Source: an optimization exercise on an open RTL-to-GDS flow (aim: small area). Production flows keep margins and buffers that such runs may drop. Where RTL was checked, it was by simulation tests only, not by an equivalence proof against the original. For run 4, only the layout was checked, not whether the RTL still works. No run shown here takes its clock network from TritonCTS; it comes from the design's own scripts or RTL. The clock port is modelled as an ideal driver, which makes a skipped or thinned clock tree look cheaper than it is; a real chip needs a root buffer or a tree. No activity file was given, so power comes from the tool's default toggle rates.

[flow/config.mk]
export PLATFORM = sky130hd
export DESIGN_NAME = LCD_AT043TN25_DE2_115
export DESIGN_NICKNAME = LCD_AT043TN25_DE2_115
export VERILOG_FILES = /design/flow/design.v
export SDC_FILE = /design/flow/constraint.sdc
export NUM_CORES = 4
export LEC_CHECK = 0
export CAP_MARGIN = 20
export CORE_MARGIN = 2
export CORE_UTILIZATION = 40
export SLEW_MARGIN = 20
[flow/constraint.sdc]
create_clock -name core_clock -period 10.0 [get_ports {i_clk}]
set_input_delay 2.0000 -clock core_clock [delete_from_list [all_inputs] [get_ports {i_clk}]]
set_output_delay 2.0000 -clock core_clock [all_outputs]
set_load 0.01 [all_outputs]
[flow/design.v]
module data_enable (
	input i_clk,
	input i_rst,
	output o_ce,
	output o_pclk,
	output o_data_enable,
	output o_wrap_h,
	output [8:0] o_col,
	output reg [4:0] rq,
	output reg [3:0] rr
);
reg [11:0] t;
wire wrap_h = ~t[11] & (&t[10:8]) & (&t[6:0]);
wire last_row = rq[4] & rq[3] & ~rq[2] & rq[1] & rq[0] & ~rr[3] & ~rr[2] & ~rr[1] & rr[0];
wire rr9 = rr[3] & rr[0];
reg [11:0] t_inc;
reg [4:0] rq_inc;
reg [3:0] rr_inc;
reg c;
integer i;
always @*
begin
	c = 1'b1;
	for (i = 0; i < 12; i = i + 1)
	begin
		t_inc[i] = t[i] ^ c;
		c = c & t[i];
	end
	c = 1'b1;
	for (i = 0; i < 4; i = i + 1)
	begin
		rr_inc[i] = rr[i] ^ c;
		c = c & rr[i];
	end
	c = rr9;
	for (i = 0; i < 5; i = i + 1)
	begin
		rq_inc[i] = rq[i] ^ c;
		c = c & rq[i];
	end
end
always @ (posedge i_clk)
begin
	if (i_rst)
	begin
		t <= 12'd3918;
		rq <= 5'd30;
		rr <= 4'd2;
	end
	else
	begin
		if (wrap_h) t <= 12'd3916;
		else t <= t_inc;
		if (wrap_h)
		begin
			if (last_row)
			begin
				rq <= 5'd30;
				rr <= 4'd2;
			end
			else
			begin
				rq <= rq_inc;
				rr <= rr9 ? 4'd0 : rr_inc;
			end
		end
	end
end
assign o_ce = t[1] & t[0];
assign o_pclk = ~t[1];
assign o_data_enable = ~t[11] & ~(&rq[4:1]);
assign o_wrap_h = wrap_h;
assign o_col = t[10:2];
endmodule
module debouncer (
	input i_clk,
	input i_rst,
	input i_ce,
	input i_switch,
	output reg o_switch,
	output o_rise
);
localparam [13:0] P = 14'h2aaa;
localparam [13:0] F = 14'h0763 ^ P;
localparam [13:0] R = 14'h0003 ^ P;
reg [13:0] q;
reg r_last;
wire full = (q == F);
wire clr = i_ce & ~((i_switch ^ o_switch) & ~full);
wire fb = q[13] ^ q[12];
always @ (posedge i_clk)
begin
	if (i_rst)
	begin
		q <= R;
		o_switch <= 1'b0;
	end
	else
	begin
		if (clr) q <= P;
		else q <= {~q[12:0], fb};
		if (i_ce & full) o_switch <= i_switch;
	end
end
always @ (posedge i_clk)
	if (i_ce) r_last <= o_switch;
assign o_rise = o_switch & ~r_last;
endmodule
module player #(
	parameter start_k = 1) (
	input i_clk,
	input i_rst,
	input i_ce,
	input i_up,
	input i_down,
	output reg [4:0] k
);
reg [4:0] k_next;
reg c;
integer i;
always @*
begin
	c = 1'b1;
	for (i = 0; i < 5; i = i + 1)
	begin
		k_next[i] = k[i] ^ c;
		c = c & (k[i] ^ ~i_down);
	end
end
wire move = i_ce & (i_down ? (k != 5'd22) : (i_up & (k != 5'd0)));
	always @ (posedge i_clk)
	begin
		if (i_rst) k <= start_k;
		else if (move) k <= k_next;
	end
endmodule
module ball (
	input i_clk,
	input i_rst,
	input i_ce,
	input [8:0] i_col,
	input [4:0] i_rq,
	input [3:0] i_rr,
	input [4:0] i_k1,
	input [4:0] i_k2,
	output o_color
);
reg [8:0] xn;
reg [4:0] yqn;
reg [3:0] yrn;
reg dir_x;
reg dir_y;
reg [11:0] cnt;
function [8:0] add9(input [8:0] a, input [8:0] b, input cin);
	integer i;
	reg c;
	begin
		c = cin;
		for (i = 0; i < 9; i = i + 1)
		begin
			add9[i] = a[i] ^ b[i] ^ c;
			c = (a[i] & b[i]) | (c & (a[i] | b[i]));
		end
	end
endfunction
function [4:0] add5(input [4:0] a, input [4:0] b, input cin);
	integer i;
	reg c;
	begin
		c = cin;
		for (i = 0; i < 5; i = i + 1)
		begin
			add5[i] = a[i] ^ b[i] ^ c;
			c = (a[i] & b[i]) | (c & (a[i] | b[i]));
		end
	end
endfunction
function [8:0] step9(input [8:0] a, input up, input en);
	integer i;
	reg c;
	begin
		c = en;
		for (i = 0; i < 9; i = i + 1)
		begin
			step9[i] = a[i] ^ c;
			c = c & (a[i] ^ ~up);
		end
	end
endfunction
function [4:0] step5(input [4:0] a, input up, input en);
	integer i;
	reg c;
	begin
		c = en;
		for (i = 0; i < 5; i = i + 1)
		begin
			step5[i] = a[i] ^ c;
			c = c & (a[i] ^ ~up);
		end
	end
endfunction
function [3:0] step4(input [3:0] a, input up);
	integer i;
	reg c;
	begin
		c = 1'b1;
		for (i = 0; i < 4; i = i + 1)
		begin
			step4[i] = a[i] ^ c;
			c = c & (a[i] ^ ~up);
		end
	end
endfunction
reg [11:0] cnt_inc;
reg cc;
integer j;
always @*
begin
	cc = i_ce;
	for (j = 0; j < 12; j = j + 1)
	begin
		cnt_inc[j] = cnt[j] ^ cc;
		cc = cc & cnt[j];
	end
end
wire c0 = ~|cnt;
wire c2 = ~|cnt[11:2] & cnt[1] & ~cnt[0];
wire st = i_ce & c0;
wire x_lo = (&xn[8:3]) & xn[1];              
wire x_hi = ~|xn[8:6] & ~xn[4] & ~xn[2];     
wire yr0 = &yrn;                             
wire yr9 = ~yrn[3] & ~yrn[0];                
wire [4:0] s = add5(yqn, xn[8] ? i_k1 : i_k2, 1'b0);
wire in_p = (&s[4:2]) | ((s == 5'b11011) & yrn[3] & (yrn[2] | yrn[1]));
wire flip_x = ((x_lo & ~xn[0]) | (x_hi & xn[0])) & in_p;
wire flip_y = ((&yqn) & yr0) | (~yqn[4] & ~yqn[3] & ~yqn[1] & ~yrn[2] & yrn[1] & yrn[0]);
wire out = (x_lo & xn[0]) | (x_hi & ~xn[0]);
wire chk = i_ce & c2;
wire ld = i_rst | (chk & out);
	always @ (posedge i_clk)
	begin
		if (ld)
		begin
			xn <= ~9'd235;
			yqn <= ~5'd13;
			yrn <= ~4'd5;
		end
		else
		begin
			xn <= step9(xn, ~dir_x, st);
			yqn <= step5(yqn, ~dir_y, st & (dir_y ? yr9 : yr0));
			if (st) yrn <= dir_y ? (yr9 ? 4'b1111 : step4(yrn, 1'b0)) : (yr0 ? ~4'd9 : step4(yrn, 1'b1));
		end
		if (i_rst)
		begin
			dir_x <= 1'b0;
			dir_y <= 1'b0;
		end
		else if (chk)
		begin
			if (flip_x) dir_x <= ~dir_x;
			if (flip_y) dir_y <= ~dir_y;
		end
	end
	always @ (posedge i_clk)
		if (i_rst) cnt <= 12'd0;
		else cnt <= cnt_inc;
wire [8:0] dc = add9(i_col, xn, 1'b1);
wire hcol = ~|dc[8:3] & ~(dc[2] & (dc[1] | dc[0]));
wire [4:0] eq = add5(i_rq, yqn, 1'b1);
wire [4:0] f = add5({1'b0, i_rr}, {1'b1, yrn}, 1'b1);
wire f04 = ~f[4] & ~f[3] & ~(f[2] & (f[1] | f[0]));    
wire fm = f[4] & ~f[3] & ((f[2] & f[1] & f[0]) | ~f[2]) | (f[4] & f[3] & ~f[2] & ~(f[1] & f[0]));  
wire hrow = ((eq == 5'd0) & f04) | ((eq == 5'd1) & fm);
assign o_color = hcol & hrow;
endmodule
module LCD_AT043TN25_DE2_115 (
	input i_clk,
	input i_rst,
	input [3:0] i_sw,
	output o_clk,
	output o_data_enable,
	output [7:0] o_red,
	output [7:0] o_green,
	output [7:0] o_blue
);
wire w_ce;
wire w_wrap_h;
wire [3:0] w_rise;
wire [3:0] w_sw;
wire [8:0] w_col;
wire [4:0] w_rq;
wire [3:0] w_rr;
wire [4:0] w_k1;
wire [4:0] w_k2;
wire w_ball;
function [4:0] sub5(input [4:0] a, input [4:0] b);
	integer i;
	reg c;
	begin
		c = 1'b1;
		for (i = 0; i < 5; i = i + 1)
		begin
			sub5[i] = a[i] ^ ~b[i] ^ c;
			c = (a[i] & ~b[i]) | (c & (a[i] | ~b[i]));
		end
	end
endfunction
	data_enable DE (.i_clk(i_clk), .i_rst(i_rst), .o_ce(w_ce), .o_pclk(o_clk), .o_data_enable(o_data_enable), .o_wrap_h(w_wrap_h), .o_col(w_col), .rq(w_rq), .rr(w_rr));
	debouncer db1 (.i_clk(i_clk), .i_rst(i_rst), .i_ce(w_ce), .i_switch(i_sw[0]), .o_switch(w_sw[0]), .o_rise(w_rise[0]));
	debouncer db2 (.i_clk(i_clk), .i_rst(i_rst), .i_ce(w_ce), .i_switch(i_sw[1]), .o_switch(w_sw[1]), .o_rise(w_rise[1]));
	debouncer db3 (.i_clk(i_clk), .i_rst(i_rst), .i_ce(w_ce), .i_switch(i_sw[2]), .o_switch(w_sw[2]), .o_rise(w_rise[2]));
	debouncer db4 (.i_clk(i_clk), .i_rst(i_rst), .i_ce(w_ce), .i_switch(i_sw[3]), .o_switch(w_sw[3]), .o_rise(w_rise[3]));
	player #(.start_k(1)) player1 (.i_clk(i_clk), .i_rst(i_rst), .i_ce(w_ce), .i_up(w_rise[0]), .i_down(w_rise[1]), .k(w_k1));
	player #(.start_k(4)) player2 (.i_clk(i_clk), .i_rst(i_rst), .i_ce(w_ce), .i_up(w_rise[2]), .i_down(w_rise[3]), .k(w_k2));
	ball b1 (.i_clk(i_clk), .i_rst(i_rst), .i_ce(w_ce), .i_col(w_col), .i_rq(w_rq), .i_rr(w_rr), .i_k1(w_k1), .i_k2(w_k2), .o_color(w_ball));
	wire [4:0] r = sub5(w_rq, w_col[8] ? w_k2 : w_k1);
	wire in_rows = ~r[4] & ~r[3] & ~(r[2] & (r[1] | r[0]));
	wire c1 = ~|w_col[8:3] & ~(w_col[2] & (w_col[1] | w_col[0]));
	wire c2 = (w_col[8:3] == 6'b111011) & (w_col[2:0] != 3'd0) & (w_col[2:0] != 3'd1) & (w_col[2:0] != 3'd7);
	wire p1 = c1 & in_rows;
	wire p2 = c2 & in_rows;
	assign o_red = {8{p1 | p2}};
	assign o_green = {8{p1 | p2 | w_ball}};
	assign o_blue = {8{p2 | w_ball}};
endmodule
[flow/flow/run.sh]
#!/bin/bash
# Own layout flow: the standard flow (standard.sh) with
#  - synthesis: the standard script, but ABC maps with an area-oriented
#    script (flow/abc.script) and Yosys's extract_fa is skipped, so ABC sees
#    all the logic; registers are made exactly as in the standard synthesis
#  - port buffers: the smallest buffer (buf_1) instead of the default pick
#  - clock tree: flow/manual_cts.tcl replaces TritonCTS with a two-level
#    tree (clock port -> one root buffer -> MCTS_NB leaf buffers, each
#    driving one balanced k-means cluster of flip-flops)
set -euo pipefail
H=$(pwd)
export MY_ABC_SCRIPT=$H/flow/abc.script
export MY_NO_FA=1
export MCTS_NB=10
export MCTS_CELL=sky130_fd_sc_hd__clkbuf_8
export MCTS_ROOT=sky130_fd_sc_hd__clkbuf_8
bash standard.sh \
  SYNTH_SCRIPT=$H/flow/synth.tcl \
  PRE_CTS_TCL=$H/flow/manual_cts.tcl \
  "BUFFER_PORTS_ARGS=-buffer_cell sky130_fd_sc_hd__buf_1" \
  CORE_UTILIZATION=60 \
  finish > standard.log 2>&1
[flow/flow/abc.script]
strash
&get -n
&st
&syn3
&dch -f
&nf -R 1000 -p -F 8 -A 4
&put
mfs2
&get -n
&st
&dch -f
&nf -R 1000 -p -F 8 -A 4
&put
topo
[flow/flow/manual_cts.tcl]
# Manual clock tree: the clock port drives NB clock buffers, each driving
# one cluster of flip-flops (k-means on the flip-flop positions).
rename clock_tree_synthesis orfs_clock_tree_synthesis
proc clock_tree_synthesis {args} {
  set nb [expr {[info exists ::env(MCTS_NB)] ? $::env(MCTS_NB) : 4}]
  set cell [expr {[info exists ::env(MCTS_CELL)] ? $::env(MCTS_CELL) : "sky130_fd_sc_hd__clkbuf_8"}]
  set block [ord::get_db_block]
  set clk [$block findNet i_clk]
  set master [[ord::get_db] findMaster $cell]
  set sinks {}
  foreach it [$clk getITerms] {
    if {[$it isInputSignal]} {
      set inst [$it getInst]
      set bb [$inst getBBox]
      lappend sinks [list $it [expr {([$bb xMin] + [$bb xMax]) / 2}] [expr {([$bb yMin] + [$bb yMax]) / 2}]]
    }
  }
  set n [llength $sinks]
  # initial centres: spread along the sorted x order
  set sorted [lsort -real -index 1 $sinks]
  set cx {}; set cy {}
  for {set k 0} {$k < $nb} {incr k} {
    set s [lindex $sorted [expr {int(($k + 0.5) * $n / $nb)}]]
    lappend cx [lindex $s 1]; lappend cy [lindex $s 2]
  }
  # balanced k-means: each cluster holds at most ceil(n/nb) sinks
  set cap [expr {int(ceil(double($n) / $nb))}]
  for {set iter 0} {$iter < 30} {incr iter} {
    set pairs {}
    set idx 0
    foreach s $sinks {
      for {set k 0} {$k < $nb} {incr k} {
        set d [expr {abs([lindex $s 1] - [lindex $cx $k]) + abs([lindex $s 2] - [lindex $cy $k])}]
        lappend pairs [list $d $idx $k]
      }
      incr idx
    }
    set pairs [lsort -real -index 0 $pairs]
    set assign [lrepeat $n -1]
    set cnt [lrepeat $nb 0]
    foreach p $pairs {
      lassign $p d i k
      if {[lindex $assign $i] >= 0} continue
      if {[lindex $cnt $k] >= $cap} continue
      lset assign $i $k
      lset cnt $k [expr {[lindex $cnt $k] + 1}]
    }
    set sx [lrepeat $nb 0.0]; set sy [lrepeat $nb 0.0]
    for {set i 0} {$i < $n} {incr i} {
      set k [lindex $assign $i]
      set s [lindex $sinks $i]
      lset sx $k [expr {[lindex $sx $k] + [lindex $s 1]}]
      lset sy $k [expr {[lindex $sy $k] + [lindex $s 2]}]
    }
    for {set k 0} {$k < $nb} {incr k} {
      if {[lindex $cnt $k] > 0} {
        lset cx $k [expr {[lindex $sx $k] / [lindex $cnt $k]}]
        lset cy $k [expr {[lindex $sy $k] / [lindex $cnt $k]}]
      }
    }
  }
  # root buffer at the centre of the leaf buffers, driven by the clock port
  set rcell [expr {[info exists ::env(MCTS_ROOT)] ? $::env(MCTS_ROOT) : "sky130_fd_sc_hd__clkbuf_8"}]
  set root [odb::dbInst_create $block [[ord::get_db] findMaster $rcell] "clkbuf_m_root"]
  set rx 0.0; set ry 0.0
  for {set k 0} {$k < $nb} {incr k} { set rx [expr {$rx + [lindex $cx $k] / $nb}]; set ry [expr {$ry + [lindex $cy $k] / $nb}] }
  $root setLocation [expr {int($rx)}] [expr {int($ry)}]
  $root setPlacementStatus PLACED
  set rnet [odb::dbNet_create $block "clknet_m_root"]
  $rnet setSigType CLOCK
  [$root findITerm A] connect $clk
  [$root findITerm X] connect $rnet
  for {set k 0} {$k < $nb} {incr k} {
    set inst [odb::dbInst_create $block $master "clkbuf_m_$k"]
    $inst setLocation [expr {int([lindex $cx $k])}] [expr {int([lindex $cy $k])}]
    $inst setPlacementStatus PLACED
    set net [odb::dbNet_create $block "clknet_m_$k"]
    $net setSigType CLOCK
    [$inst findITerm A] connect $rnet
    [$inst findITerm X] connect $net
    set members($k) {}
  }
  for {set i 0} {$i < $n} {incr i} {
    set k [lindex $assign $i]
    set it [lindex [lindex $sinks $i] 0]
    $it disconnect
    $it connect [$block findNet "clknet_m_$k"]
  }
  set_propagated_clock [all_clocks]
  puts "manual clock tree: $n sinks, $nb buffers ($cell), cluster sizes $cnt"
}
[flow/flow/synth.tcl]
proc synth {args} { yosys synth -nofsm -noshare {*}$args }
proc abc {args} {
  set i [lsearch $args -script]
  if { $i >= 0 && [info exists ::env(MY_ABC_SCRIPT)] } { lset args [expr {$i+1}] $::env(MY_ABC_SCRIPT) }
  yosys abc {*}$args
}
proc extract_fa {args} { if {[info exists ::env(MY_NO_FA)]} { return } ; yosys extract_fa {*}$args }
source $::env(SCRIPTS_DIR)/synth.tcl
# left out here: clear keep_hierarchy, flatten, clean up, hide names made inside functions, write 1_2_yosys.v
[flow/standard.sh]
#!/bin/bash
# synth_recipe.tcl (not shown) runs the flow's synth.tcl, then flattens the netlist and writes it again
# the make line also repeats each setting of config.mk as NAME=value (left out here)
make -C /OpenROAD-flow-scripts/flow DESIGN_CONFIG=/design/flow/config.mk WORK_HOME=/design/flow/orfs CLKGATE_MAP_FILE= SYNTH_SCRIPT=/design/flow/synth_recipe.tcl "${@:-finish}"
==> impl_results.md, run 1 <==
- Initial antenna violation count: 0
- Crit path to: o_green[3]
- Clk Latency, worst-skew pair: 420 ps
- Int Pwr: 0.648 mW
- Final cell count without fillers: 805
- Synth Cell Area: 5640 sq um
- PwrDens: 146 nW/um^2
- Worst Path Class, Setup: reg -> out
- Worst setup EP type: primary output
- IO Pins: 32
- Synth Register Bits: 127
- Mapped Nets: 677
- Die W: 101 um
- DP Wirelength: 7960 um
- Fin. max-slew vios: 0
- Vias in the first global route: 4,359
- I/O Buffers: 31
- Part of the power in registers: 0.625
- Largest cells by area after synthesis: dfxtp_1, nor2_1, nand2_1, xnor2_1, a21oi_1
- Yosys top cell area share: 0.437
- First-pass GRT wire length: 19,200 um
- Crit path DAT: 3160 ps
- Commonest non-fill, non-tap cell in the layout: dfxtp_1
- Hold WS: 363 ps
- Hold WC Path Type: reg -> reg
- Switching share of power: 0.248
- Distinct cells, synth: 45
- Final min period: 5160 ps
- FFs w/ async S/R, synth: 0
- DRC: 0
- RSZ-0062 raised after global routing: false
- Switching power: 0.214 mW
- Slew headroom: 0.517
- Reg-to-Reg End: DE.rq[4]$_SDFFE_PP1P_
- Syn avg cell area: 8.40 sq um
- Achievable Freq: 0.194 GHz
- Max cap viols: 0
- Outcome: complete, no violations
- Worst R2R Path Depth: 11
- Clk pwr share: 0.293
- Remaining antenna violation count after routing: 0
- Hold Vio Cnt, Final: 0
- Post-synth EDFFs: 4
- Syn Inst Count: 671
- Setup violations, final: 0
- Initial core utilization: 0.613
- WL/cell: 13.8 um
- Worst VDD drop: 138 uV
- Area growth syn-to-layout: 4.71%
- Setup TNS: 0 ps
- Placer Congestion: 0.833
- Post-synth top flop: dfxtp_1
- Total power: 0.862 mW
- Vias per inst: 5.80
- Leak: 2.14 nW
- Number of post-CTS setup repair buffers: 0
- Worst path required time: 8000 ps
- Crit path launch: DE.t[10]$_SDFF_PP1_
- Most frequent cells in the layout: dfxtp_1, nor2_1, nand2_1, a21oi_1, nor3_1
- Fillers: 843
- Critical path peak fanout: 9
- Rows: 35
- Startpoint Class: register
- DIE AREA: 10,200 sq um
- Post-Place Cells: 794
- Combinational power share: 0.082
- Quantity of hold-fixing buffers added after cts: 0
- Total grt overflow: 0
- Final #Nets: 702
- DRT iter0 DRCs: 145
- Share of layout cells above drive strength 1: 0.0202
- Yosys Warn Count: 6
- Final clock skew: 22.1 ps
- Pre-antenna DRT Iters: 5
- R2r startpoint: DE.t[3]$_SDFF_PP1_
- Fin util: 0.642
- CORE AREA: 9200 sq um
- FF-to-FF setup slack: 6960 ps
- GRT Overall Usage: 0.220
- CTS resizes: 0
- Crit share post-route: 0.516
- Detailed Route WL: 11,100 um
- Synth area leader: dfxtp_1
- Sequential fraction of the synthesis area: 0.458
- Die height: 101 um
- Slew of the pin with the lowest slew margin: 722 ps
- Via count: 4,668
- # diodes: 0
- Pin count of the biggest net entering global routing: 61
- Clock transition at path regs: 100 ps
final cells by class:
type                       instances  area (sq um)  area share
tap                              111           139      0.0235
multi-input combinational        512          2850       0.484
buffer                            11           151      0.0257
sequential                       127          2580       0.438
timing repair buffer              33           133      0.0225
inverter                          11          41.3     0.00700
how the worst min path moves through the flow:
stage / startpoint / to / cells past startpoint
floorplan: db3.q[10]$_SDFF_PP0_ / db3.q[11]$_SDFF_PP1_ / 1
global placement: db2.q[8]$_SDFF_PP0_ / db2.q[9]$_SDFF_PP1_ / 1
detailed placement: db3.q[10]$_SDFF_PP0_ / db3.q[11]$_SDFF_PP1_ / 1
CTS: db1.q[2]$_SDFF_PP0_ / db1.q[3]$_SDFF_PP1_ / 1
global route: db1.q[2]$_SDFF_PP0_ / db1.q[3]$_SDFF_PP1_ / 1
finish: db1.q[2]$_SDFF_PP0_ / db1.q[3]$_SDFF_PP1_ / 1
cells by family (layout without fill, tap and decap cells):
family	count (synthesis)	in the layout	synth area share
buffers and inverters	32	55	0.0353
xor gates and xnor gates	53	53	0.0824
muxes	11	11	0.0198
AOI/OAI and AO/OA	134	134	0.144
adders and majority gates	1	1	0.00178
and+or+nand+nor	313	313	0.259
DFF	127	127	0.458
state kept, by name, indices dropped and copies added (netlist names), 4 cells and up:
signal / cells
db1.q: 14
db2.q: 14
db3.q: 14
db4.q: 14
DE.t: 12
b1.cnt: 12
b1.xn: 9
DE.rq: 5
b1.yqn: 5
player1.k: 5
player2.k: 5
DE.rr: 4
b1.yrn: 4
routing by layer:
metal / track usage / wire length (um)
met1: 0.286 / 4950
met2: 0.403 / 5530
met3: 0.0180 / 428
met4: 0.0426 / 221
met5: 0 / 0
power by group through the flow:
stage | Combinational [mW] | Clock (mW) | Sequential [mW]
final | 0.0708 | 0.252 | 0.539
after global routing | 0.0808 | 0.278 | 0.542
after CTS | 0.0713 | 0.261 | 0.539
after detailed placement | 0.0710 | 0 | 0.551
after global placement | 0.0687 | 0 | 0.550
after floorplan | 0.0525 | 0 | 0.546
metrics by stage:
stage          cell area, sq um  setup WS [ps]
2_1_floorplan              5640           5370
3_3_place_gp               5750           5440
3_5_place_dp               5750           5250
4_1_cts                    5900           4780
5_1_grt                    5900           4470
6_report                   5900           4840
worst max-delay path, stage by stage, from the launching register on:
cell and delay, ps:
dfxtp_1 590, mux2i_1 340, nand2_1 120, nand3_1 100
a21oi_1 60, nor3_1 330, a21boi_0 620, or2_0 380
buf_1 200
cell usage after synthesis, drive strengths merged (2+ instances only):
cell type and n:
dfxtp 123, nor2 99, nand2 80, a21oi 50
nor3 36, xnor2 33, o21ai 30, buf 21
xor2 20, nand3 19, and3 18, nand4 14
nor2b 13, clkinv 11, mux2i 10, a31oi 9
nand2b 9, nor3b 7, nor4 6, o21a 5
or2 5, a2111oi 4, a211oi 4, a21o 4
edfxtp 4, o211ai 4, o21bai 4, o22ai 4
a31o 3, a21boi 2, a41oi 2, and2 2
o221ai 2, o32ai 2, or3 2
==> run 2, diff against run 1 <==
==> flow/flow/run.sh (replaced) <==
#!/bin/bash
# Own layout flow: the standard flow (standard.sh) with
#  - synthesis: the standard script, but ABC maps with an area-oriented
#    script (flow/abc.script) and Yosys's extract_fa is skipped, so ABC sees
#    all the logic; registers are made exactly as in the standard synthesis
#  - port buffers: the smallest buffer (buf_1) instead of the default pick
#  - clock tree: flow/manual_cts.tcl replaces TritonCTS with a two-level
#    tree (clock port -> one root buffer -> leaf buffers, each driving one
#    balanced k-means cluster of flip-flops)
set -euo pipefail
H=$(pwd)
export MY_ABC_SCRIPT=$H/flow/abc.script
export MY_NO_FA=1
export MCTS_MAX_SLEW=0.110
export MCTS_CONFIGS="{9 sky130_fd_sc_hd__clkbuf_8 sky130_fd_sc_hd__clkbuf_2} {10 sky130_fd_sc_hd__clkbuf_8 sky130_fd_sc_hd__clkbuf_2} {10 sky130_fd_sc_hd__clkbuf_8 sky130_fd_sc_hd__clkbuf_4} {12 sky130_fd_sc_hd__clkbuf_8 sky130_fd_sc_hd__clkbuf_8} {16 sky130_fd_sc_hd__clkbuf_8 sky130_fd_sc_hd__clkbuf_8}"
bash standard.sh \
  SYNTH_SCRIPT=$H/flow/synth.tcl \
  PRE_CTS_TCL=$H/flow/manual_cts.tcl \
  "BUFFER_PORTS_ARGS=-buffer_cell sky130_fd_sc_hd__buf_1" \
  CORE_UTILIZATION=70 \
  finish > standard.log 2>&1
==> flow/flow/manual_cts.tcl (replaced) <==
# Manual clock tree, in place of TritonCTS: the clock port drives one root
# buffer, which drives NB leaf buffers, each driving one balanced k-means
# cluster of flip-flops. Configurations are tried from the smallest area up,
# and the first whose estimated worst flip-flop clock slew is within
# MCTS_MAX_SLEW (ns) is kept.
rename clock_tree_synthesis orfs_clock_tree_synthesis

proc mcts_cluster {sinks nb} {
  set n [llength $sinks]
  set sorted [lsort -real -index 1 $sinks]
  set cx {}; set cy {}
  for {set k 0} {$k < $nb} {incr k} {
    set s [lindex $sorted [expr {int(($k + 0.5) * $n / $nb)}]]
    lappend cx [lindex $s 1]; lappend cy [lindex $s 2]
  }
  set cap [expr {int(ceil(double($n) / $nb))}]
  for {set iter 0} {$iter < 30} {incr iter} {
    set pairs {}
    set idx 0
    foreach s $sinks {
      for {set k 0} {$k < $nb} {incr k} {
        lappend pairs [list [expr {abs([lindex $s 1] - [lindex $cx $k]) + abs([lindex $s 2] - [lindex $cy $k])}] $idx $k]
      }
      incr idx
    }
    set pairs [lsort -real -index 0 $pairs]
    set assign [lrepeat $n -1]
    set cnt [lrepeat $nb 0]
    foreach p $pairs {
      lassign $p d i k
      if {[lindex $assign $i] >= 0} continue
      if {[lindex $cnt $k] >= $cap} continue
      lset assign $i $k
      lset cnt $k [expr {[lindex $cnt $k] + 1}]
    }
    set sx [lrepeat $nb 0.0]; set sy [lrepeat $nb 0.0]
    for {set i 0} {$i < $n} {incr i} {
      set k [lindex $assign $i]
      set s [lindex $sinks $i]
      lset sx $k [expr {[lindex $sx $k] + [lindex $s 1]}]
      lset sy $k [expr {[lindex $sy $k] + [lindex $s 2]}]
    }
    for {set k 0} {$k < $nb} {incr k} {
      if {[lindex $cnt $k] > 0} {
        lset cx $k [expr {[lindex $sx $k] / [lindex $cnt $k]}]
        lset cy $k [expr {[lindex $sy $k] / [lindex $cnt $k]}]
      }
    }
  }
  return [list $assign $cx $cy $cnt]
}

proc mcts_build {clk sinks nb cell rcell} {
  set block [ord::get_db_block]
  set db [ord::get_db]
  lassign [mcts_cluster $sinks $nb] assign cx cy cnt
  set root [odb::dbInst_create $block [$db findMaster $rcell] "clkbuf_m_root"]
  set rx 0.0; set ry 0.0
  for {set k 0} {$k < $nb} {incr k} {
    set rx [expr {$rx + [lindex $cx $k] / $nb}]
    set ry [expr {$ry + [lindex $cy $k] / $nb}]
  }
  $root setLocation [expr {int($rx)}] [expr {int($ry)}]
  $root setPlacementStatus PLACED
  set rnet [odb::dbNet_create $block "clknet_m_root"]
  $rnet setSigType CLOCK
  [$root findITerm A] connect $clk
  [$root findITerm X] connect $rnet
  for {set k 0} {$k < $nb} {incr k} {
    set inst [odb::dbInst_create $block [$db findMaster $cell] "clkbuf_m_$k"]
    $inst setLocation [expr {int([lindex $cx $k])}] [expr {int([lindex $cy $k])}]
    $inst setPlacementStatus PLACED
    set net [odb::dbNet_create $block "clknet_m_$k"]
    $net setSigType CLOCK
    [$inst findITerm A] connect $rnet
    [$inst findITerm X] connect $net
  }
  for {set i 0} {$i < [llength $sinks]} {incr i} {
    set it [lindex [lindex $sinks $i] 0]
    $it disconnect
    $it connect [$block findNet "clknet_m_[lindex $assign $i]"]
  }
  return $cnt
}

proc mcts_undo {clk sinks nb} {
  set block [ord::get_db_block]
  foreach s $sinks {
    set it [lindex $s 0]
    $it disconnect
    $it connect $clk
  }
  for {set k 0} {$k < $nb} {incr k} {
    odb::dbInst_destroy [$block findInst "clkbuf_m_$k"]
    odb::dbNet_destroy [$block findNet "clknet_m_$k"]
  }
  odb::dbInst_destroy [$block findInst "clkbuf_m_root"]
  odb::dbNet_destroy [$block findNet "clknet_m_root"]
}

proc mcts_worst_slew {sinks} {
  estimate_parasitics -placement
  set worst 0
  foreach s $sinks {
    set it [lindex $s 0]
    set pin [get_pins "[[$it getInst] getName]/[[$it getMTerm] getName]"]
    set sl [get_property $pin slew_max]
    if {$sl > $worst} { set worst $sl }
  }
  return $worst
}

proc clock_tree_synthesis {args} {
  set maxslew [expr {[info exists ::env(MCTS_MAX_SLEW)] ? $::env(MCTS_MAX_SLEW) : 0.112}]
  set configs [expr {[info exists ::env(MCTS_CONFIGS)] ? $::env(MCTS_CONFIGS) : {
    {12 sky130_fd_sc_hd__clkbuf_4} {14 sky130_fd_sc_hd__clkbuf_4} {9 sky130_fd_sc_hd__clkbuf_8}
    {10 sky130_fd_sc_hd__clkbuf_8} {12 sky130_fd_sc_hd__clkbuf_8} {16 sky130_fd_sc_hd__clkbuf_8}}}]
  set rcell sky130_fd_sc_hd__clkbuf_8
  set block [ord::get_db_block]
  set clk [$block findNet i_clk]
  set sinks {}
  foreach it [$clk getITerms] {
    if {[$it isInputSignal]} {
      set bb [[$it getInst] getBBox]
      lappend sinks [list $it [expr {([$bb xMin] + [$bb xMax]) / 2}] [expr {([$bb yMin] + [$bb yMax]) / 2}]]
    }
  }
  set_propagated_clock [all_clocks]
  set last [expr {[llength $configs] - 1}]
  set i 0
  foreach cfg $configs {
    lassign $cfg nb cell rc
    if {$rc eq ""} { set rc $rcell }
    set cnt [mcts_build $clk $sinks $nb $cell $rc]
    set w [mcts_worst_slew $sinks]
    puts "manual clock tree: [llength $sinks] sinks, root $rc, $nb x $cell, clusters $cnt, worst clock slew $w"
    if {$w <= $maxslew || $i == $last} break
    mcts_undo $clk $sinks $nb
    incr i
  }
}
==> impl_results.md, run 2 <==
- Vias in the first global route: 4,292 (-1.5%)
- Most frequent cell after synthesis: dfxtp_1
- Outcome: complete, no violations
- Max cap viols: 0 (unchanged)
- Achievable Freq: 0.186 GHz (-3.8%)
- Synth area leader: dfxtp_1
- Worst Path Class, Setup: reg -> out
- Initial core utilization: 0.726 (+0.113)
- # diodes: 0 (unchanged)
- Slew headroom: 0.478 (-0.0389)
- Crit path DAT: 3360 ps (+200 ps)
- Setup violations, final: 0 (unchanged)
- Syn avg cell area: 8.40 sq um (unchanged)
- Largest cells by area after synthesis: dfxtp_1, nor2_1, nand2_1, xnor2_1, a21oi_1
- First-pass GRT wire length: 19,100 um (-0.47%)
- Startpoint Class: register
- Remaining antenna violation count after routing: 0 (unchanged)
- Commonest non-fill, non-tap cell in the layout: dfxtp_1
- Syn Inst Count: 671 (unchanged)
- Crit path launch: b1.yrn[0]$_SDFFE_PP0P_
- Number of post-CTS setup repair buffers: 0 (unchanged)
- Pre-antenna DRT Iters: 5 (unchanged)
- Crit share post-route: 0.536 (+0.0204)
- Pin count of the biggest net entering global routing: 61 (unchanged)
- Place WS: 5290 ps (+44.4 ps)
- DP Wirelength: 8040 um (+1.0%)
- Synth Register Bits: 127 (unchanged)
- Most frequent cells in the layout: dfxtp_1, nor2_1, nand2_1, a21oi_1, nor3_1
- RSZ-0062 raised after global routing: false
- Mapped Nets: 677 (unchanged)
- Yosys top cell area share: 0.437 (unchanged)
- Initial antenna violation count: 0 (unchanged)
- Hold WC Path Type: reg -> reg
- Worst VDD drop: 125 uV (-9.5%)
- Hold Vio Cnt, Final: 0 (unchanged)
- Die W: 93.7 um (-7.1%)
- Hold Startpoint: db3.q[2]$_SDFF_PP0_
- Setup TNS: 0 ps (unchanged)
- Final min period: 5360 ps (+204 ps)
- IO Pins: 32 (unchanged)
- Critical path peak fanout: 11 (+2)
- I/O Buffers: 31 (unchanged)
- PwrDens: 143 nW/um^2 (-1.9%)
- Final cell count without fillers: 795 (-1.2%)
- CTS resizes: 0 (unchanged)
- GRT Overall Usage: 0.257 (+0.0362)
- CORE AREA: 7770 sq um (-16%)
- Placer Congestion: 0.812 (-2.6%)
- Synth Cell Area: 5640 sq um (unchanged)
- R2r startpoint: DE.t[0]$_SDFF_PP0_
- Vias per inst: 5.93 (+2.3%)
- Total grt overflow: 0 (unchanged)
- Post-synth EDFFs: 4 (unchanged)
- Slew of the pin with the lowest slew margin: 780 ps (+58.0 ps)
- Distinct cells, synth: 45 (unchanged)
- Rows: 32 (-8.6%)
- Worst path required time: 8000 ps (about the same)
- Fin. max-slew vios: 0 (unchanged)
- DRC: 0 (unchanged)
- Final WS setup: 4640 ps (-204 ps)
- Sequential fraction of the synthesis area: 0.458 (unchanged)
- Via count: 4,717 (+1.0%)
- Leak: 2.13 nW (-0.48%)
- Worst setup EP type: primary output
- Area growth syn-to-layout: 4.11%
- DIE AREA: 8780 sq um (-14%)
- Clk Latency, worst-skew pair: 650 ps (+230 ps)
- Share of layout cells above drive strength 1: 0.0188 (-0.00141)
- Post-synth top flop: dfxtp_1
- Die height: 93.7 um (-7.1%)
- Quantity of hold-fixing buffers added after cts: 0 (unchanged)
- DRT iter0 DRCs: 295 (+100%)
- Post-synth top cells: dfxtp_1, nor2_1, nand2_1
- Final clock skew: 29.1 ps (+7.04 ps)
- Post-Place Cells: 785 (-1.1%)
- WL/cell: 14.4 um (+4.5%)
- Clock transition at path regs: 110 ps (about the same)
- FFs w/ async S/R, synth: 0 (unchanged)
- Yosys Warn Count: 6 (unchanged)
- Final #Nets: 701 (-0.14%)
- Detailed Route WL: 11,500 um (+3.2%)
-- run 2: cell types whose count changed in the layout (fill, tap and decap cells not counted) --
cell and delta:
clkbuf_2 +1, clkbuf_8 -2
-- run 2: logic make-up (layout without fill, tap and decap cells) --
family | count (synthesis) | in the layout | synth area share
AO/OA/AOI/OAI | 134 | 134 | 0.144
XOR/XNOR | 53 | 53 | 0.0824
adder cells (fa/ha/maj) | 1 | 1 | 0.00178
buffers and inverters | 32 | 54 | 0.0353
flip-flops | 127 | 127 | 0.458
multiplexers | 11 | 11 | 0.0198
AND/OR/NAND/NOR | 313 | 313 | 0.259
-- run 2: worst paths after layout --
path / end / depth (start not counted) / slack [ps]
worst min register to register: db3.q[3]$_SDFF_PP1_ / 1 / 380
worst max-delay path: o_green[4] / 13 / 4640
worst min-delay path: db3.q[3]$_SDFF_PP1_ / 1 / 380
worst max register to register: b1.cnt[11]$_SDFF_PP0_ / 10 / 6960
-- run 2: routing by layer --
metal / GRT usage / up-vias / share of wire / wire length (um)
met1: 0.333 / 2205 / 0.44 / 5060
met2: 0.468 / 104 / 0.50 / 5710
met4: 0.0580 / 0 / 0.023 / 267
li1: - / 2382 / - / -
met5: 0 / - / 0 / 0
met3: 0.0177 / 26 / 0.039 / 445
-- run 2: through the flow --
step                total power, mW  hold slack [ps]  cell area [sq um]  utilization
floorplan                     0.599              353               5640            -
global placement              0.617              361               5740        0.739
detailed placement            0.621              370               5740        0.739
CTS                           0.844              387               5870        0.755
global route                  0.874              394               5870        0.755
finish                        0.841              381               5870        0.755
-- run 2: area by class of cell --
cell class | instances | area [sq um]
flip-flops and latches | 127 | 2580
well taps | 102 | 128
repair buffers | 33 | 133
plain buffers | 10 | 129
fillers | 584 | 1900
inverters | 11 | 41.3
multi-input cells | 512 | 2850
-- run 2: power by group --
part	switching, mW	internal, mW	leakage, nW
Sequential	0.0177	0.522	1.04
Combinational	0.0427	0.0283	1.02
Clock	0.149	0.0817	0.0689
-- run 2: worst max-delay path: stages (launching register included) --
cell and delay [ps]:
dfxtp_1 550, nor2_1 100, o21a_1 220, a21oi_1 310, o211ai_1 140, o21ai_0 100, a32oi_1 90, a21oi_1 140
nand2_1 60, o21ai_0 120, o2111ai_1 160, nor2_1 190, or2_0 320, buf_1 200
==> run 3, diff against run 2 <==
--- a/flow/flow/run.sh
+++ b/flow/flow/run.sh
@@ -12,10 +12,10 @@
 export MY_ABC_SCRIPT=$H/flow/abc.script
 export MY_NO_FA=1
 export MCTS_MAX_SLEW=0.110
-export MCTS_CONFIGS="{9 sky130_fd_sc_hd__clkbuf_8 sky130_fd_sc_hd__clkbuf_2} {10 sky130_fd_sc_hd__clkbuf_8 sky130_fd_sc_hd__clkbuf_2} {10 sky130_fd_sc_hd__clkbuf_8 sky130_fd_sc_hd__clkbuf_4} {12 sky130_fd_sc_hd__clkbuf_8 sky130_fd_sc_hd__clkbuf_8} {16 sky130_fd_sc_hd__clkbuf_8 sky130_fd_sc_hd__clkbuf_8}"
+export MCTS_CONFIGS="{7 sky130_fd_sc_hd__clkbuf_8 sky130_fd_sc_hd__clkbuf_2} {8 sky130_fd_sc_hd__clkbuf_8 sky130_fd_sc_hd__clkbuf_2} {9 sky130_fd_sc_hd__clkbuf_8 sky130_fd_sc_hd__clkbuf_2} {10 sky130_fd_sc_hd__clkbuf_8 sky130_fd_sc_hd__clkbuf_2} {10 sky130_fd_sc_hd__clkbuf_8 sky130_fd_sc_hd__clkbuf_4} {12 sky130_fd_sc_hd__clkbuf_8 sky130_fd_sc_hd__clkbuf_8} {16 sky130_fd_sc_hd__clkbuf_8 sky130_fd_sc_hd__clkbuf_8}"
 bash standard.sh \
   SYNTH_SCRIPT=$H/flow/synth.tcl \
   PRE_CTS_TCL=$H/flow/manual_cts.tcl \
   "BUFFER_PORTS_ARGS=-buffer_cell sky130_fd_sc_hd__buf_1" \
-  CORE_UTILIZATION=70 \
+  CORE_UTILIZATION=80 \
   finish > standard.log 2>&1
==> impl_results.md, run 3 <==
- Outcome: complete, no violations
- Slew of the pin with the lowest slew margin: 726 ps (-54.2 ps)
- Vias per inst: 6.30 (+6.1%)
- Syn Inst Count: 671 (unchanged)
- Reg-to-Reg End: DE.rq[4]$_SDFFE_PP1P_
- IO Pins: 32 (unchanged)
- Max cap viols: 0 (unchanged)
- DIE AREA: 7730 sq um (-12%)
- Yosys Warn Count: 6 (unchanged)
- Clk pwr share: 0.271 (-0.003)
- Post-synthesis compound-gate area fraction: 0.144 (unchanged)
- Yosys top cell area share: 0.437 (unchanged)
- First-pass GRT wire length: 20,400 um (+7.2%)
- Worst Path Class, Setup: reg -> out
- Fin util: 0.862 (+0.107)
- RSZ-0062 raised after global routing: false
- Hold Vio Cnt, Final: 0 (unchanged)
- Detailed Route WL: 12,700 um (+11%)
- DRC: 0 (unchanged)
- Commonest non-fill, non-tap cell in the layout: dfxtp_1
- Achievable Freq: 0.185 GHz (-0.83%)
- Int Pwr: 0.632 mW (about the same)
- Slew headroom: 0.512 (+0.0342)
- Worst R2R Path Depth: 11 (+1)
- Hold WC Path Type: reg -> reg
- Pre-antenna DRT Iters: 5 (unchanged)
- Vias in the first global route: 4,615 (+7.5%)
- Mapped Nets: 677 (unchanged)
- Fillers: 379 (-35%)
- WL/cell: 16.1 um (+12%)
- Most frequent cells in the layout: dfxtp_1, nor2_1, nand2_1, a21oi_1, nor3_1
- Final min period: 5410 ps (+45.1 ps)
- Post-Place Cells: 779 (-0.76%)
- Placer Congestion: 0.845 (+4.2%)
- Distinct cells, synth: 45 (unchanged)
- Sequential fraction of the synthesis area: 0.458 (unchanged)
- Switching power: 0.209 mW (-0.28%)
- Die W: 87.9 um (-6.2%)
- Quantity of hold-fixing buffers added after cts: 0 (unchanged)
- Reg area: 2580 sq um (unchanged)
- Final #Nets: 701 (unchanged)
- Post-synth top cells: dfxtp_1, nor2_1, nand2_1
- DP Wirelength: 9130 um (+14%)
- GRT Overall Usage: 0.325 (+0.0685)
- Number of post-CTS setup repair buffers: 0 (unchanged)
- DRT iter0 DRCs: 287 (-2.7%)
- Fin. max-slew vios: 0 (unchanged)
- Post-synth EDFFs: 4 (unchanged)
- Switching share of power: 0.248 (-0.000512)
- Initial core utilization: 0.829 (+0.104)
- Critical path peak fanout: 9 (-2)
- Synth area leader: dfxtp_1
- Clk Latency, worst-skew pair: 620 ps (-30 ps)
- Part of the power in registers: 0.643 (+0.002)
- Share of layout cells above drive strength 1: 0.0188 (unchanged)
- Total grt overflow: 0 (unchanged)
- Final cell count without fillers: 789 (-0.75%)
- Crit share post-route: 0.541 (+0.00451)
- Syn avg cell area: 8.40 sq um (unchanged)
- Crit-path slowest cell: a21boi_0
- Via count: 4,969 (+5.3%)
- Post-synthesis adder-cell area fraction: 0.00178 (unchanged)
- FF-to-FF setup slack: 6830 ps (-130 ps)
- PwrDens: 143 nW/um^2 (about the same)
- Area growth syn-to-layout: 3.97%
- FFs w/ async S/R, synth: 0 (unchanged)
- Hold depth: 1 (unchanged)
- Clock transition at path regs: 90 ps (-20 ps)
- Startpoint Class: register
- Largest family of logic cells by synthesized area: simple AND/OR/NAND/NOR gates
- I/O Buffers: 31 (unchanged)
- Crit path DAT: 3410 ps (+50 ps)
- Post-synth top flop: dfxtp_1
- # diodes: 0 (unchanged)
- Setup violations, final: 0 (unchanged)
- Initial antenna violation count: 0 (unchanged)
- Hold Startpoint: db1.q[6]$_SDFF_PP0_
- CTS resizes: 0 (unchanged)
- Remaining antenna violation count after routing: 0 (unchanged)
- Worst setup EP type: primary output
- Final clock skew: 19.8 ps (-9.30 ps)
- Cell Area, Placed: 5730 sq um (-0.13%)
- Mux cell area share after synthesis: 0.0198 (unchanged)
- Hold WS: 396 ps (+14.6 ps)
- Max incr delay on CP: 650 ps (+100 ps)
- CORE AREA: 6790 sq um (-13%)
- Synth Register Bits: 127 (unchanged)
- Setup TNS: 0 ps (unchanged)
- Combinational power share: 0.086 (+0.002)
- Multi-input logic area: 2850 sq um (unchanged)
- Worst path required time: 8000 ps (about the same)
- R2r startpoint: DE.t[1]$_SDFF_PP1_
- Die height: 87.9 um (-6.2%)
- Final Cell Area: 5860 sq um (-0.13%)
- Worst VDD drop: 152 uV (+21%)
- Post-Synth XOR/XNOR Area: 0.0824 (unchanged)
- Post-Synth Simple-Gate Area: 0.259 (unchanged)
- Leak: 2.13 nW (unchanged)
- Crit-path cells: mux2i_1 -> nand2_1 -> nand3_1 -> a21oi_1 -> nor3_1 -> a21boi_0 -> or2_0 -> buf_1
- Largest cells by area after synthesis: dfxtp_1, nor2_1, nand2_1, xnor2_1, a21oi_1
- Synth Cell Area: 5640 sq um (unchanged)
- Rows: 30 (-6.3%)
- Hold Path End: db1.q[7]$_SDFF_PP1_
- Most frequent cell after synthesis: dfxtp_1
- Pin count of the biggest net entering global routing: 61 (unchanged)
run 3: cell counts after synthesis:
Identical to the previous run, type by type.
run 3: worst max-delay path, delay by kind of cell (launching register included):
family	cells	cell delay [ps]
buffers and inverters	1	200
and+or+nand+nor	4	970
AOI/OAI and AO/OA	2	720
DFF	1	590
muxes	1	330
run 3: power by group through the flow:
stage,combinational [mW],sequential [mW],clock [mW]
5_1_grt,0.0798,0.542,0.247
3_5_place_dp,0.0704,0.551,0
3_3_place_gp,0.0669,0.549,0
2_1_floorplan,0.0525,0.546,0
6_report,0.0720,0.540,0.228
4_1_cts,0.0711,0.540,0.230
run 3: logic make-up (layout without fill, tap and decap cells):
group,count (synthesis),count (layout)
adders and majority gates,1,1
muxes,11,11
DFF,127,127
AOI/OAI and AO/OA,134,134
buffers and inverters,32,54
and+or+nand+nor,313,313
xor gates and xnor gates,53,53
run 3: worst max path at each step:
stage / slack, ps / end / start
floorplan: 5370 / o_green[1] / DE.t[10]$_SDFF_PP1_
global placement: 5440 / o_green[6] / DE.t[10]$_SDFF_PP1_
detailed placement: 5260 / o_green[3] / b1.xn[1]$_SDFF_PP0_
CTS: 4600 / o_green[6] / DE.t[3]$_SDFF_PP1_
global route: 4220 / o_green[2] / b1.xn[0]$_SDFF_PP0_
finish: 4590 / o_green[1] / DE.t[10]$_SDFF_PP1_
run 3: cell type report:
type | count | share of cell area
tap | 96 | 0.0205
timing repair buffer | 33 | 0.0226
buffer | 10 | 0.0220
multi-input combinational | 512 | 0.487
inverter | 11 | 0.00705
sequential | 127 | 0.441
run 3: per-stage QoR:
stage	power, mW	setup WS (ps)
6_report	0.840	4590
2_1_floorplan	0.599	5370
3_5_place_dp	0.622	5260
5_1_grt	0.869	4220
4_1_cts	0.841	4600
3_3_place_gp	0.616	5440
run 3: per-layer routing:
| metal | share of wire | vias to the layer above | track usage | wire length, um |
|---|---|---|---|---|
| li1 | - | 2401 | - | - |
| met1 | 0.39 | 2310 | 0.382 | 4970 |
| met2 | 0.52 | 197 | 0.605 | 6660 |
| met4 | 0.042 | 0 | 0.136 | 539 |
| met5 | 0 | - | 0 | 0 |
| met3 | 0.044 | 61 | 0.0283 | 566 |
==> run 4, diff against run 3 <==
--- a/flow/design.v
+++ b/flow/design.v
@@ -150,7 +150,6 @@
 reg [3:0] yrn;
 reg dir_x;
 reg dir_y;
-reg [11:0] cnt;
 function [8:0] add9(input [8:0] a, input [8:0] b, input cin);
 	integer i;
 	reg c;
@@ -211,21 +210,12 @@
 		end
 	end
 endfunction
-reg [11:0] cnt_inc;
-reg cc;
-integer j;
-always @*
-begin
-	cc = i_ce;
-	for (j = 0; j < 12; j = j + 1)
-	begin
-		cnt_inc[j] = cnt[j] ^ cc;
-		cc = cc & cnt[j];
-	end
-end
-wire c0 = ~|cnt;
-wire c2 = ~|cnt[11:2] & cnt[1] & ~cnt[0];
-wire st = i_ce & c0;
+reg [13:0] cnt;
+wire cz = (cnt[12:0] == 13'h0aaa);
+wire cfb = ~(cnt[13] ^ cnt[12] ^ cnt[11] ^ cnt[1]) ^ cz;
+wire c0 = (cnt == (14'h0001 ^ 14'h2aaa));
+wire c2 = (cnt == (14'h0155 ^ 14'h2aaa));
+wire st = c0;
 wire x_lo = (&xn[8:3]) & xn[1];              
 wire x_hi = ~|xn[8:6] & ~xn[4] & ~xn[2];     
 wire yr0 = &yrn;                             
@@ -235,7 +225,7 @@
 wire flip_x = ((x_lo & ~xn[0]) | (x_hi & xn[0])) & in_p;
 wire flip_y = ((&yqn) & yr0) | (~yqn[4] & ~yqn[3] & ~yqn[1] & ~yrn[2] & yrn[1] & yrn[0]);
 wire out = (x_lo & xn[0]) | (x_hi & ~xn[0]);
-wire chk = i_ce & c2;
+wire chk = c2;
 wire ld = i_rst | (chk & out);
 	always @ (posedge i_clk)
 	begin
@@ -263,8 +253,8 @@
 		end
 	end
 	always @ (posedge i_clk)
-		if (i_rst) cnt <= 12'd0;
-		else cnt <= cnt_inc;
+		if (i_rst) cnt <= 14'h2aaa;
+		else cnt <= {~cnt[12:0], cfb};
 wire [8:0] dc = add9(i_col, xn, 1'b1);
 wire hcol = ~|dc[8:3] & ~(dc[2] & (dc[1] | dc[0]));
 wire [4:0] eq = add5(i_rq, yqn, 1'b1);
==> flow/flow/run.sh (replaced) <==
#!/bin/bash
# Own layout flow: the standard flow (standard.sh) with
#  - synthesis: the standard script (flow/synth.tcl wraps it), but Yosys's
#    extract_fa is skipped, so ABC sees all the logic, and ABC maps with
#    each area-oriented script flow/abc*.script, keeping the smallest
#    result; registers are made exactly as in the standard synthesis
#  - port buffers: the smallest buffer (buf_1) instead of the default pick
#  - clock tree: flow/manual_cts.tcl replaces TritonCTS with a two-level
#    tree (clock port -> one root buffer -> leaf buffers, each driving one
#    balanced k-means cluster of flip-flops)
set -euo pipefail
H=$(pwd)
export MY_ABC_SCRIPTS="$H/flow/abc6.script $H/flow/abc5.script $H/flow/abc1.script $H/flow/abc10.script $H/flow/abc11.script $H/flow/abc12.script"
export MY_NO_FA=1
export MCTS_MAX_SLEW=0.110
export MCTS_CONFIGS="{8 sky130_fd_sc_hd__clkbuf_8 sky130_fd_sc_hd__clkbuf_2} {9 sky130_fd_sc_hd__clkbuf_8 sky130_fd_sc_hd__clkbuf_2} {10 sky130_fd_sc_hd__clkbuf_8 sky130_fd_sc_hd__clkbuf_2} {10 sky130_fd_sc_hd__clkbuf_8 sky130_fd_sc_hd__clkbuf_4} {12 sky130_fd_sc_hd__clkbuf_8 sky130_fd_sc_hd__clkbuf_8} {16 sky130_fd_sc_hd__clkbuf_8 sky130_fd_sc_hd__clkbuf_8}"
bash standard.sh \
  SYNTH_SCRIPT=$H/flow/synth.tcl \
  PRE_CTS_TCL=$H/flow/manual_cts.tcl \
  "BUFFER_PORTS_ARGS=-buffer_cell sky130_fd_sc_hd__buf_1" \
  CORE_UTILIZATION=70 \
  finish > standard.log 2>&1
==> flow/flow/abc1.script (new file) <==
&get -n
&st
&dch -f
&nf -R 1000 -p
&put
&get -n
&st
&syn2
&dch -f
&nf -R 1000 -p
&put
topo
==> flow/flow/abc10.script (new file) <==
strash
&get -n
&st
&syn3
&dch -f
&nf -R 1000 -p -F 10 -A 6 -C 32
&put
mfs2
&get -n
&st
&dch -f
&nf -R 1000 -p -F 10 -A 6 -C 32
&put
topo
==> flow/flow/abc11.script (new file) <==
strash
&get -n
&st
&syn3
&syn2
&dch -f
&nf -R 1000 -p -F 8 -A 4
&put
mfs2
&get -n
&st
&dch -f
&nf -R 1000 -p -F 8 -A 4
&put
mfs2
&get -n
&st
&dch -f
&nf -R 1000 -p -F 8 -A 4
&put
topo
==> flow/flow/abc12.script (new file) <==
strash
&get -n
&st
&syn3
&dch -f
&nf -R 1000 -p -F 8 -A 4 -E 10
&put
mfs2
&get -n
&st
&dch -f
&nf -R 1000 -p -F 8 -A 4 -E 10
&put
topo
==> flow/flow/abc5.script (new file) <==
&get -n
&st
&dch -f
&nf -R 1000 -p
&put
&get -n
&st
&syn2
&dch -f
&nf -R 1000 -p
&put
&get -n
&st
&synch2
&dch -f
&nf -R 1000 -p
&put
&get -n
&st
&dc2
&dch -f
&nf -R 1000 -p
&put
topo
==> flow/flow/abc6.script (new file) <==
strash
&get -n
&st
&syn3
&dch -f
&nf -R 1000 -p -F 8 -A 4
&put
mfs2
&get -n
&st
&dch -f
&nf -R 1000 -p -F 8 -A 4
&put
topo
==> flow/flow/synth.tcl (replaced) <==
proc synth {args} { yosys synth -nofsm -noshare {*}$args }
# ABC: map with each script in MY_ABC_SCRIPTS and keep the smallest result
proc abc {args} {
  set i [lsearch $args -script]
  if { $i < 0 || ![info exists ::env(MY_ABC_SCRIPTS)] } { yosys abc {*}$args; return }
  set libargs {}
  foreach lib $::env(LIB_FILES) { lappend libargs -liberty $lib }
  yosys design -save pre_abc
  set best 1e18
  set n 0
  foreach script $::env(MY_ABC_SCRIPTS) {
    yosys design -load pre_abc
    lset args [expr {$i+1}] $script
    yosys abc {*}$args
    set f $::env(OBJECTS_DIR)/abc_try_$n.txt
    yosys tee -q -o $f stat {*}$libargs
    set fh [open $f r]; set txt [read $fh]; close $fh
    regexp {Chip area for module '[^']*': ([0-9.]+)} $txt -> area
    puts "ABC try $n ($script): area $area"
    if { $area < $best } { set best $area; yosys design -save best_abc }
    incr n
  }
  yosys design -load best_abc
  puts "ABC best area $best"
}
proc extract_fa {args} { if {[info exists ::env(MY_NO_FA)]} { return } ; yosys extract_fa {*}$args }
source $::env(SCRIPTS_DIR)/synth.tcl
# left out here: clear keep_hierarchy, flatten, clean up, hide names made inside functions, write 1_2_yosys.v
removed: flow/flow/abc.script
==> impl_results.md, run 4 <==
- Outcome: complete, no violations
- Detailed Route WL: 11,000 um (-13%)
- Worst path required time: 8000 ps (about the same)
- Most frequent cells in the layout: dfxtp_1, nor2_1, nand2_1, a21oi_1, o21ai_0
- Hold Path End: db4.q[3]$_SDFF_PP1_
- First-pass GRT wire length: 18,500 um (-9.2%)
- Critical path peak fanout: 8 (-1)
- Total grt overflow: 0 (unchanged)
- Vias in the first global route: 4,319 (-6.4%)
- Post-synth top flop: dfxtp_1
- Post-synthesis adder-cell area fraction: 0.00358 (+0.00181)
- Initial core utilization: 0.723 (-0.107)
- Hold depth: 1 (unchanged)
- Mapped Nets: 656 (-3.1%)
- Mux cell area share after synthesis: 0.0260 (+0.00622)
- Initial antenna violation count: 0 (unchanged)
- Worst Path Class, Setup: reg -> out
- Post-Synth XOR/XNOR Area: 0.0878 (+0.00542)
- FFs w/ async S/R, synth: 0 (unchanged)
- Clock transition at path regs: 100 ps (about the same)
- Worst setup EP type: primary output
- Pre-antenna DRT Iters: 4 (-1)
- Hold WC Path Type: reg -> reg
- Syn avg cell area: 8.59 sq um (+2.3%)
- Worst VDD drop: 140 uV (-7.9%)
- Achievable Freq: 0.174 GHz (-5.7%)
- Synth Cell Area: 5590 sq um (-0.87%)
- Via count: 4,544 (-8.6%)
- Slew of the pin with the lowest slew margin: 708 ps (-17.4 ps)
- Crit path DAT: 3730 ps (+320 ps)
- Reg-to-Reg End: b1.dir_x$_SDFFE_PP0P_
- Die height: 93.3 um (+6.1%)
- Final Cell Area: 5800 sq um (-1.1%)
- Hold Vio Cnt, Final: 0 (unchanged)
- Synth area leader: dfxtp_1
- DRC: 0 (unchanged)
- Quantity of hold-fixing buffers added after cts: 0 (unchanged)
- Setup violations, final: 0 (unchanged)
- RSZ-0062 raised after global routing: false
- CTS resizes: 0 (unchanged)
- Largest cells by area after synthesis: dfxtp_1, nor2_1, nand2_1, xnor2_1, a21oi_1
- Leak: 2.13 nW (-0.13%)
- DP Wirelength: 7980 um (-13%)
- Crit share post-route: 0.573 (+0.0326)
- Slew headroom: 0.526 (+0.0142)
- Setup TNS: 0 ps (unchanged)
- Number of post-CTS setup repair buffers: 0 (unchanged)
- Cell Area, Placed: 5680 sq um (-0.85%)
- Remaining antenna violation count after routing: 0 (unchanged)
- PwrDens: 158 nW/um^2 (+10%)
- Syn Inst Count: 650 (-3.1%)
- GRT Overall Usage: 0.252 (-0.0731)
- CORE AREA: 7730 sq um (+14%)
- IO Pins: 32 (unchanged)
- Placer Congestion: 0.849 (+0.41%)
- Max cap viols: 0 (unchanged)
- Worst R2R Path Depth: 9 (-2)
- Post-synth EDFFs: 4 (unchanged)
- Place WS: 4970 ps (-285 ps)
- Yosys top cell area share: 0.448 (+0.0110)
- Final min period: 5730 ps (+326 ps)
- Post-Synth Simple-Gate Area: 0.236 (-0.0224)
- Fin. max-slew vios: 0 (unchanged)
- Hold Startpoint: db4.q[2]$_SDFF_PP0_
- Die W: 93.3 um (+6.1%)
- Post-synthesis compound-gate area fraction: 0.143 (-0.00121)
- Pin count of the biggest net entering global routing: 62 (+1.6%)
- Most frequent cell after synthesis: dfxtp_1
- DRT iter0 DRCs: 217 (-24%)
- Post-synth top cells: dfxtp_1, nor2_1, nand2_1
- Startpoint Class: register
- Commonest non-fill, non-tap cell in the layout: dfxtp_1
- Final WS setup: 4270 ps (-326 ps)
- FF-to-FF setup slack: 7060 ps (+230 ps)
- I/O Buffers: 31 (unchanged)
- Share of layout cells above drive strength 1: 0.0164 (-0.00234)
- Rows: 32 (+6.7%)
- R2r startpoint: b1.xn[8]$_SDFF_PP1_
- Final clock skew: 7.89 ps (-11.9 ps)
- Final #Nets: 678 (-3.3%)
- WL/cell: 14.3 um (-11%)
- Vias per inst: 5.89 (-6.5%)
- Clk Latency, worst-skew pair: 610 ps (about the same)
- Distinct cells, synth: 48 (+6.7%)
- Synth Register Bits: 129 (+1.6%)
- Area growth syn-to-layout: 3.76%
- DIE AREA: 8710 sq um (+13%)
- Yosys Warn Count: 6 (unchanged)
- Largest family of logic cells by synthesized area: simple AND/OR/NAND/NOR gates
- # diodes: 0 (unchanged)
- Sequential fraction of the synthesis area: 0.469 (+0.0112)
run 4: worst max path at each step:
stage | startpoint | slack, ps | endpoint | cells past startpoint
2_1_floorplan | b1.xn[2]$_SDFF_PP1_ | 5340 | o_blue[1] | 13
3_3_place_gp | b1.xn[2]$_SDFF_PP1_ | 5200 | o_blue[0] | 13
3_5_place_dp | b1.xn[2]$_SDFF_PP1_ | 4970 | o_green[5] | 13
4_1_cts | b1.xn[2]$_SDFF_PP1_ | 4260 | o_green[5] | 13
5_1_grt | b1.xn[2]$_SDFF_PP1_ | 3980 | o_green[5] | 13
6_report | b1.xn[2]$_SDFF_PP1_ | 4270 | o_blue[0] | 13
run 4: layout make-up:
type,count,area (sq um)
buffer,9,115
fill,594,1930
inverter,9,33.8
multi-input combinational,491,2770
sequential,129,2620
tap,102,128
timing repair buffer,32,125
run 4: power by group:
group,switching (mW),internal (mW)
sequential,0.0313,0.539
clock,0.149,0.0732
combinational,0.0723,0.0516
total,0.252,0.664
run 4: critical path: stages, from the launching register on:
cell,delay [ps]
dfxtp_1,450
and2_0,210
a21oi_1,60
a21oi_1,350
a21oi_1,150
o21ai_0,230
nand2_1,90
clkinv_1,70
nor2_1,50
o311ai_0,500
a22oi_1,180
a311o_1,380
nand2b_1,220
buf_1,190
run 4: routing by layer:
metal	wire length, um	GRT usage	vias up
met3	423	0.0226	18
met1	5100	0.331	2142
met5	0	0	-
met4	186	0.0600	0
met2	5320	0.448	90
li1	-	-	2294
run 4: kinds of logic (layout without fill, tap and decap cells):
kind of cell    count (synthesis)  count (layout)
simple gates                  287             287
compound gates                132             132
flops                         129             129
xor+xnor                       56              56
buf+inv                        30              50
mux                            14              14
fa+ha+maj                       2               2
run 4: metrics by stage:
step	instances	total power [mW]	utilization	hold WS, ps
floorplan	650	0.671	-	352
global placement	763	0.696	0.735	360
detailed placement	763	0.706	0.735	362
CTS	772	0.921	0.750	385
global route	772	0.959	0.750	393
finish	772	0.916	0.750	385

[separate check: timing with driven ports]
The flow's constraints put no driver on any port. The routed layouts listed below were extracted and timed again, unchanged, in two steps. Step 1 sets driving cells, clkbuf_16 on the clock port and buf_2 on the other inputs (assumed; they add their load-dependent delay and slew). Step 2, shift: input delay + t, output delay - t, t = (earliest + latest rising clock arrival at the registers) / 2. This alone moves slack from input paths to output paths. a / b / c = ideal / step 1 / step 2; a / b = the first two.
run | t, ns | setup slack, ns | hold slack, ns | clock arrival spread, ns | worst data-port slew with drivers (ns)
run 1 | 0.434 | 4.840 / 4.810 / 5.245 | 0.363 / 0.363 / 0.363 | 0.022 / 0.023 | 0.03
run 2 | 0.661 | 4.637 / 4.610 / 5.271 | 0.381 / 0.381 / 0.381 | 0.029 / 0.029 | 0.03
run 3 | 0.632 | 4.592 / 4.565 / 5.197 | 0.396 / 0.396 / 0.396 | 0.021 / 0.020 | 0.03
run 4 | 0.638 | 4.266 / 4.238 / 4.876 | 0.385 / 0.385 / 0.385 | 0.010 / 0.010 | 0.04
After both steps setup and hold are still met in every run listed.
